This is an optimization exercise on Yosys and OpenROAD, whose aim is small area, a short achievable clock period and few clock cycles, not a production implementation.
Where RTL was checked, it was by simulation tests only, not by an equivalence proof against the original.
Power and IR drop assume default switching activity.

==> flow/design.v <==
module cpu(clk, reset, in, out, mem_addr, mem_cmd, halt);
  input clk, reset;
  input [15:0] in;
  output [15:0] out;
  output [8:0] mem_addr;
  output [1:0] mem_cmd;
  output halt;
  reg [15:0] R0, R1, R2, R3, R4, R5, R6, R7;
  reg [12:0] ir;        
  reg        ir_v;      
  reg        xv;        
  reg        rn;        
  reg        hs;        
  reg        mi, md;    
  reg        r_ld, r_eq, r_ne, r_lt, r_le;   
  reg [8:0]  pce;       
  reg [8:0]  mar;       
  reg        hz;        
  reg        infl;      
  reg [8:0]  pcf;       
  reg        go;        
  reg        ldwb;      
  reg [2:0]  ld_rd;
  reg        halted;
  reg        fz, flt;   
  reg c_mov, c_movi, c_bl, c_bx, c_ldr, c_str, c_hlt, c_add, c_cmp, c_and, c_mvn;
  reg c_wr;             
  reg [2:0] wa_r;
  reg j_al, j_eq, j_ne, j_lt, j_le;    
  reg [7:0] asel, bsel;                
  function [15:0] rsel(input [2:0] s, input [15:0] a0, a1, a2, a3, a4, a5, a6, a7);
    case (s)
      3'd0: rsel = a0; 3'd1: rsel = a1; 3'd2: rsel = a2; 3'd3: rsel = a3;
      3'd4: rsel = a4; 3'd5: rsel = a5; 3'd6: rsel = a6; default: rsel = a7;
    endcase
  endfunction
  function [15:0] hsel(input [7:0] s, input [15:0] a0, a1, a2, a3, a4, a5, a6, a7);
    hsel = ({16{s[0]}} & a0) | ({16{s[1]}} & a1) | ({16{s[2]}} & a2) | ({16{s[3]}} & a3) |
           ({16{s[4]}} & a4) | ({16{s[5]}} & a5) | ({16{s[6]}} & a6) | ({16{s[7]}} & a7);
  endfunction
  function [7:0] dec8(input [2:0] n);
    dec8 = 8'b1 << n;
  endfunction
  wire run  = rn;                               
  wire hzst = hs;                               
  wire [8:0] mar_e = {mar[8:5] + {md, md, md, mi | md}, mar[4:0]};
  wire [15:0] ra = hsel(asel, R0, R1, R2, R3, R4, R5, R6, R7);
  wire [15:0] rb = hsel(bsel, R0, R1, R2, R3, R4, R5, R6, R7);
  reg [15:0] sb;
  always @* begin
    case (ir[4:3])
      2'b00: sb = rb;
      2'b01: sb = {rb[14:0], 1'b0};
      2'b10: sb = {1'b0, rb[15:1]};
      default: sb = {rb[15], rb[15:1]};
    endcase
  end
  wire        sub = c_cmp;
  wire [15:0] sum = ra + (sub ? ~sb : sb) + {15'b0, sub};
  reg  [15:0] other;    
  always @* begin
    if (ldwb) other = in;
    else if (c_movi) other = {{8{ir[7]}}, ir[7:0]};
    else if (c_bl) other = {8'b0, pce[7:0]};
    else if (c_mov) other = sb;
    else if (c_and) other = ra & sb;
    else other = ~sb;
  end
  wire [15:0] wd = (c_add & ~ldwb) ? sum : other;
  wire redirect = run & (j_al | (j_eq & fz) | (j_ne & ~fz) | (j_lt & flt) | (j_le & (flt | fz)));
  wire msel = r_ld | (r_eq & fz) | (r_ne & ~fz) | (r_lt & flt) | (r_le & (flt | fz));
  wire dmem  = run & (c_ldr | c_str);
  wire fetch = go & ~halted & ~dmem & ~(run & c_hlt);
  assign mem_addr = msel ? mar_e : (hzst ? pce : pcf);
  assign mem_cmd  = {fetch | (run & c_ldr), run & c_str};
  assign out      = rb;
  assign halt     = halted | (run & c_hlt);
  wire sthit = run & c_str & infl & (mar_e == pce);
  wire        we = ldwb ? go : (run & c_wr);
  wire [2:0]  wa = ldwb ? ld_rd : wa_r;
  always @(posedge clk) begin
    if (we & (wa == 3'd0)) R0 <= wd;
    if (we & (wa == 3'd1)) R1 <= wd;
    if (we & (wa == 3'd2)) R2 <= wd;
    if (we & (wa == 3'd3)) R3 <= wd;
    if (we & (wa == 3'd4)) R4 <= wd;
    if (we & (wa == 3'd5)) R5 <= wd;
    if (we & (wa == 3'd6)) R6 <= wd;
    if (we & (wa == 3'd7)) R7 <= wd;
  end
  wire [2:0] iop  = in[15:13];
  wire       d_mov = iop == 3'b110;
  wire       d_alu = iop == 3'b101;
  wire       d_ldr = iop == 3'b011;
  wire       d_str = iop == 3'b100;
  wire       d_b   = iop == 3'b001;
  wire       d_bl  = (iop == 3'b010) & in[12];
  wire       d_bx  = (iop == 3'b010) & ~in[12];
  wire [15:0] d_rv = rsel(in[10:8], R0, R1, R2, R3, R4, R5, R6, R7);
  wire [5:0] d_lo  = {1'b0, d_rv[4:0]} + {1'b0, in[4:0]};
  wire       d_jmp = d_b | d_bl;
  wire [8:0] d_mar = d_jmp ? pcf + {in[7], in[7:0]} : {d_rv[8:5], d_lo[4:0]};
  wire       d_mi  = ~d_jmp & d_lo[5] & ~in[4];
  wire       d_md  = ~d_jmp & ~d_lo[5] & in[4];
  wire       d_hz  = ((d_ldr | d_str) & xv & (c_wr | c_ldr) & (wa_r == in[10:8])) | d_bx;
  wire [2:0] d_rb  = (d_str | (iop == 3'b010)) ? in[7:5] : in[2:0];
  wire [8:0] e_mar = c_bx ? rb[8:0] : ra[8:0] + {{4{ir[4]}}, ir[4:0]};
  wire ir_ld = ~(ir_v & (ldwb | hzst));
  reg  ir_v_n, ldwb_n, halted_n;
  wire xv_n = go & ir_v_n & ~ldwb_n & ~halted_n;
  wire hz_n   = ir_ld ? d_hz : (hzst ? 1'b0 : hz);
  wire ldst_n = ir_ld ? (d_ldr | d_str) : (c_ldr | c_str);
  wire jal_n  = ir_ld ? ((d_b & (in[10:8] == 3'b000)) | d_bl | d_bx) : j_al;
  wire jeq_n  = ir_ld ? (d_b & (in[10:8] == 3'b001)) : j_eq;
  wire jne_n  = ir_ld ? (d_b & (in[10:8] == 3'b010)) : j_ne;
  wire jlt_n  = ir_ld ? (d_b & (in[10:8] == 3'b011)) : j_lt;
  wire jle_n  = ir_ld ? (d_b & (in[10:8] == 3'b100)) : j_le;
  always @* begin
    ir_v_n = ir_v; ldwb_n = 1'b0; halted_n = halted;
    if (go) begin
      if (ir_ld) ir_v_n = infl & ~redirect & ~sthit;
      ldwb_n = run & c_ldr;
      if (run & c_hlt) halted_n = 1'b1;
    end
  end
  always @(posedge clk) begin
    if (reset) begin
      go <= 1'b0; ir_v <= 1'b0; infl <= 1'b0; ldwb <= 1'b0; halted <= 1'b0; xv <= 1'b0;
      rn <= 1'b0; hs <= 1'b0; r_ld <= 1'b0; r_eq <= 1'b0; r_ne <= 1'b0; r_lt <= 1'b0; r_le <= 1'b0;
      pcf <= 9'd0;
    end else begin
      go <= 1'b1;
      ir_v <= ir_v_n; ldwb <= ldwb_n; halted <= halted_n;
      xv <= xv_n;
      rn <= xv_n & ~hz_n;
      hs <= xv_n & hz_n;
      r_ld <= xv_n & ~hz_n & (ldst_n | jal_n);
      r_eq <= xv_n & ~hz_n & jeq_n;
      r_ne <= xv_n & ~hz_n & jne_n;
      r_lt <= xv_n & ~hz_n & jlt_n;
      r_le <= xv_n & ~hz_n & jle_n;
      if (go) begin
        infl <= fetch;
        if (fetch) pcf <= mem_addr + 9'd1;
        else if (sthit) pcf <= pce;
      end
    end
  end
  always @(posedge clk) begin
    if (ir_ld) begin
      ir    <= in[12:0];
      pce   <= pcf;
      mar   <= d_mar;
      mi    <= d_mi;
      md    <= d_md;
      hz    <= d_hz;
      c_mov <= d_mov & ~in[12];
      c_movi <= d_mov & in[12];
      c_bl  <= d_bl;
      c_bx  <= d_bx;
      c_ldr <= d_ldr;
      c_str <= d_str;
      c_hlt <= iop == 3'b111;
      c_add <= d_alu & (in[12:11] == 2'b00);
      c_cmp <= d_alu & (in[12:11] == 2'b01);
      c_and <= d_alu & (in[12:11] == 2'b10);
      c_mvn <= d_alu & (in[12:11] == 2'b11);
      c_wr  <= d_mov | (d_alu & (in[12:11] != 2'b01)) | d_bl;
      wa_r  <= d_bl ? 3'd7 : (d_mov & in[12]) ? in[10:8] : in[7:5];
      j_al  <= (d_b & (in[10:8] == 3'b000)) | d_bl | d_bx;
      j_eq  <= d_b & (in[10:8] == 3'b001);
      j_ne  <= d_b & (in[10:8] == 3'b010);
      j_lt  <= d_b & (in[10:8] == 3'b011);
      j_le  <= d_b & (in[10:8] == 3'b100);
      asel  <= dec8(in[10:8]);
      bsel  <= dec8(d_rb);
    end else if (hzst) begin
      mar <= e_mar;
      mi  <= 1'b0;
      md  <= 1'b0;
      hz  <= 1'b0;
    end
    if (run & c_ldr) ld_rd <= ir[7:5];
    if (run & c_cmp) begin
      fz  <= (ra == sb);
      flt <= (ra[15] ^ sb[15]) ? ra[15] : sum[15];
    end
  end
endmodule
export LEC_CHECK = 0
export CAP_MARGIN = 20
export CORE_MARGIN = 2
export CORE_UTILIZATION = 40
export SLEW_MARGIN = 20
create_clock -name core_clock -period 10.0 [get_ports {clk}]
standard.sh (not shown) runs the stock make flow with config.mk's settings and CLKGATE_MAP_FILE= SYNTH_SCRIPT=/design/flow/synth_recipe.tcl, a recipe that flattens the netlist after the stock synthesis.
==> flow/flow/run.sh <==
#!/bin/bash
set -euo pipefail
bash standard.sh SETUP_SLACK_MARGIN=5.6 "BUFFER_PORTS_ARGS=-buffer_cell sky130_fd_sc_hd__buf_4" finish > standard_flow.log 2>&1
The starting point finished clean.
Edit:
--- a/flow/design.v
+++ b/flow/design.v
@@ -8,12 +8,8 @@
   reg [15:0] R0, R1, R2, R3, R4, R5, R6, R7;
   reg [12:0] ir;        
   reg        ir_v;      
   reg        xv;        
-  reg        rn;        
-  reg        hs;        
-  reg        mi, md;    
-  reg        r_ld, r_eq, r_ne, r_lt, r_le;   
   reg [8:0]  pce;       
   reg [8:0]  mar;       
   reg        hz;        
   reg        infl;      
@@ -40,11 +36,10 @@
   endfunction
   function [7:0] dec8(input [2:0] n);
     dec8 = 8'b1 << n;
   endfunction
-  wire run  = rn;                               
-  wire hzst = hs;                               
-  wire [8:0] mar_e = {mar[8:5] + {md, md, md, mi | md}, mar[4:0]};
+  wire run  = xv & ~hz;                         
+  wire hzst = xv & hz;                          
   wire [15:0] ra = hsel(asel, R0, R1, R2, R3, R4, R5, R6, R7);
   wire [15:0] rb = hsel(bsel, R0, R1, R2, R3, R4, R5, R6, R7);
   reg [15:0] sb;
   always @* begin
@@ -66,17 +61,17 @@
     else if (c_and) other = ra & sb;
     else other = ~sb;
   end
   wire [15:0] wd = (c_add & ~ldwb) ? sum : other;
-  wire redirect = run & (j_al | (j_eq & fz) | (j_ne & ~fz) | (j_lt & flt) | (j_le & (flt | fz)));
-  wire msel = r_ld | (r_eq & fz) | (r_ne & ~fz) | (r_lt & flt) | (r_le & (flt | fz));
+  wire take = j_al | (j_eq & fz) | (j_ne & ~fz) | (j_lt & flt) | (j_le & (flt | fz));
+  wire redirect = run & take;
   wire dmem  = run & (c_ldr | c_str);
   wire fetch = go & ~halted & ~dmem & ~(run & c_hlt);
-  assign mem_addr = msel ? mar_e : (hzst ? pce : pcf);
+  assign mem_addr = (dmem | redirect) ? mar : (hzst ? pce : pcf);
   assign mem_cmd  = {fetch | (run & c_ldr), run & c_str};
   assign out      = rb;
   assign halt     = halted | (run & c_hlt);
-  wire sthit = run & c_str & infl & (mar_e == pce);
+  wire sthit = run & c_str & infl & (mar == pce);
   wire        we = ldwb ? go : (run & c_wr);
   wire [2:0]  wa = ldwb ? ld_rd : wa_r;
   always @(posedge clk) begin
     if (we & (wa == 3'd0)) R0 <= wd;
@@ -96,26 +91,14 @@
   wire       d_b   = iop == 3'b001;
   wire       d_bl  = (iop == 3'b010) & in[12];
   wire       d_bx  = (iop == 3'b010) & ~in[12];
   wire [15:0] d_rv = rsel(in[10:8], R0, R1, R2, R3, R4, R5, R6, R7);
-  wire [5:0] d_lo  = {1'b0, d_rv[4:0]} + {1'b0, in[4:0]};
-  wire       d_jmp = d_b | d_bl;
-  wire [8:0] d_mar = d_jmp ? pcf + {in[7], in[7:0]} : {d_rv[8:5], d_lo[4:0]};
-  wire       d_mi  = ~d_jmp & d_lo[5] & ~in[4];
-  wire       d_md  = ~d_jmp & ~d_lo[5] & in[4];
+  wire [8:0] d_mar = (d_b | d_bl) ? pcf + {in[7], in[7:0]} : d_rv[8:0] + {{4{in[4]}}, in[4:0]};
   wire       d_hz  = ((d_ldr | d_str) & xv & (c_wr | c_ldr) & (wa_r == in[10:8])) | d_bx;
   wire [2:0] d_rb  = (d_str | (iop == 3'b010)) ? in[7:5] : in[2:0];
   wire [8:0] e_mar = c_bx ? rb[8:0] : ra[8:0] + {{4{ir[4]}}, ir[4:0]};
   wire ir_ld = ~(ir_v & (ldwb | hzst));
   reg  ir_v_n, ldwb_n, halted_n;
-  wire xv_n = go & ir_v_n & ~ldwb_n & ~halted_n;
-  wire hz_n   = ir_ld ? d_hz : (hzst ? 1'b0 : hz);
-  wire ldst_n = ir_ld ? (d_ldr | d_str) : (c_ldr | c_str);
-  wire jal_n  = ir_ld ? ((d_b & (in[10:8] == 3'b000)) | d_bl | d_bx) : j_al;
-  wire jeq_n  = ir_ld ? (d_b & (in[10:8] == 3'b001)) : j_eq;
-  wire jne_n  = ir_ld ? (d_b & (in[10:8] == 3'b010)) : j_ne;
-  wire jlt_n  = ir_ld ? (d_b & (in[10:8] == 3'b011)) : j_lt;
-  wire jle_n  = ir_ld ? (d_b & (in[10:8] == 3'b100)) : j_le;
   always @* begin
     ir_v_n = ir_v; ldwb_n = 1'b0; halted_n = halted;
     if (go) begin
       if (ir_ld) ir_v_n = infl & ~redirect & ~sthit;
@@ -125,21 +108,13 @@
   end
   always @(posedge clk) begin
     if (reset) begin
       go <= 1'b0; ir_v <= 1'b0; infl <= 1'b0; ldwb <= 1'b0; halted <= 1'b0; xv <= 1'b0;
-      rn <= 1'b0; hs <= 1'b0; r_ld <= 1'b0; r_eq <= 1'b0; r_ne <= 1'b0; r_lt <= 1'b0; r_le <= 1'b0;
       pcf <= 9'd0;
     end else begin
       go <= 1'b1;
       ir_v <= ir_v_n; ldwb <= ldwb_n; halted <= halted_n;
-      xv <= xv_n;
-      rn <= xv_n & ~hz_n;
-      hs <= xv_n & hz_n;
-      r_ld <= xv_n & ~hz_n & (ldst_n | jal_n);
-      r_eq <= xv_n & ~hz_n & jeq_n;
-      r_ne <= xv_n & ~hz_n & jne_n;
-      r_lt <= xv_n & ~hz_n & jlt_n;
-      r_le <= xv_n & ~hz_n & jle_n;
+      xv <= go & ir_v_n & ~ldwb_n & ~halted_n;
       if (go) begin
         infl <= fetch;
         if (fetch) pcf <= mem_addr + 9'd1;
         else if (sthit) pcf <= pce;
@@ -150,10 +125,8 @@
     if (ir_ld) begin
       ir    <= in[12:0];
       pce   <= pcf;
       mar   <= d_mar;
-      mi    <= d_mi;
-      md    <= d_md;
       hz    <= d_hz;
       c_mov <= d_mov & ~in[12];
       c_movi <= d_mov & in[12];
       c_bl  <= d_bl;
@@ -175,10 +148,8 @@
       asel  <= dec8(in[10:8]);
       bsel  <= dec8(d_rb);
     end else if (hzst) begin
       mar <= e_mar;
-      mi  <= 1'b0;
-      md  <= 1'b0;
       hz  <= 1'b0;
     end
     if (run & c_ldr) ld_rd <= ir[7:5];
     if (run & c_cmp) begin
Wire length increases by 0.70%.
Setup slack gets worse by 0.11 ns.
Register-to-register slack barely changes.
Utilization increases by 1.3 points.
Clock power decreases by 10%.
Cell area hardly moves.
Worst hold slack gets worse by 0.026 ns.
Synthesized cell count decreases by 3.0%.
Sequential power is about the same.
Total power decreases by 3.5%.
Count of clock-buffer cells in the layout decreases by 10.
Global-route usage increases by 0.47 points.
Die area decreases by 2.3%.
Clock skew increases by 0.015 ns.
Testbench counts after the change, summed over its fixed seeds: cycles 35,090.
Only the layout flow was run in the first run of this note; the RTL was not checked for function there.

==> afterwards: timing with drivers on the ports <==
The flow's constraints put no driver on any port. The routed layouts listed below were extracted and timed again, unchanged, in two steps.
Step 1, drivers: a clkbuf_16 drives clk and a buf_2 each remaining input, both assumed.
Step 2, shift: input delay + t, output delay - t, t = (earliest + latest rising clock arrival at the registers) / 2. This alone moves slack from input paths to output paths.
Three values: ideal ports, drivers, drivers and shift; two values: the first two.
run	t, ns	setup WS [ns]	worst setup path after step 2	clock arrival spread, ns	slew at the worst register clock pin (ns)
the first run	0.575	5.663 / 5.611 / 5.244	input to register	0.019 / 0.019	0.07 / 0.07
the second run	0.589	5.551 / 5.462 / 4.873	input to register	0.034 / 0.034	0.07 / 0.07
After both steps every run listed still meets setup and hold. For the second run, which loses most, drivers alone change the setup slack by -0.089 ns; drivers and shift together by -0.678 ns.
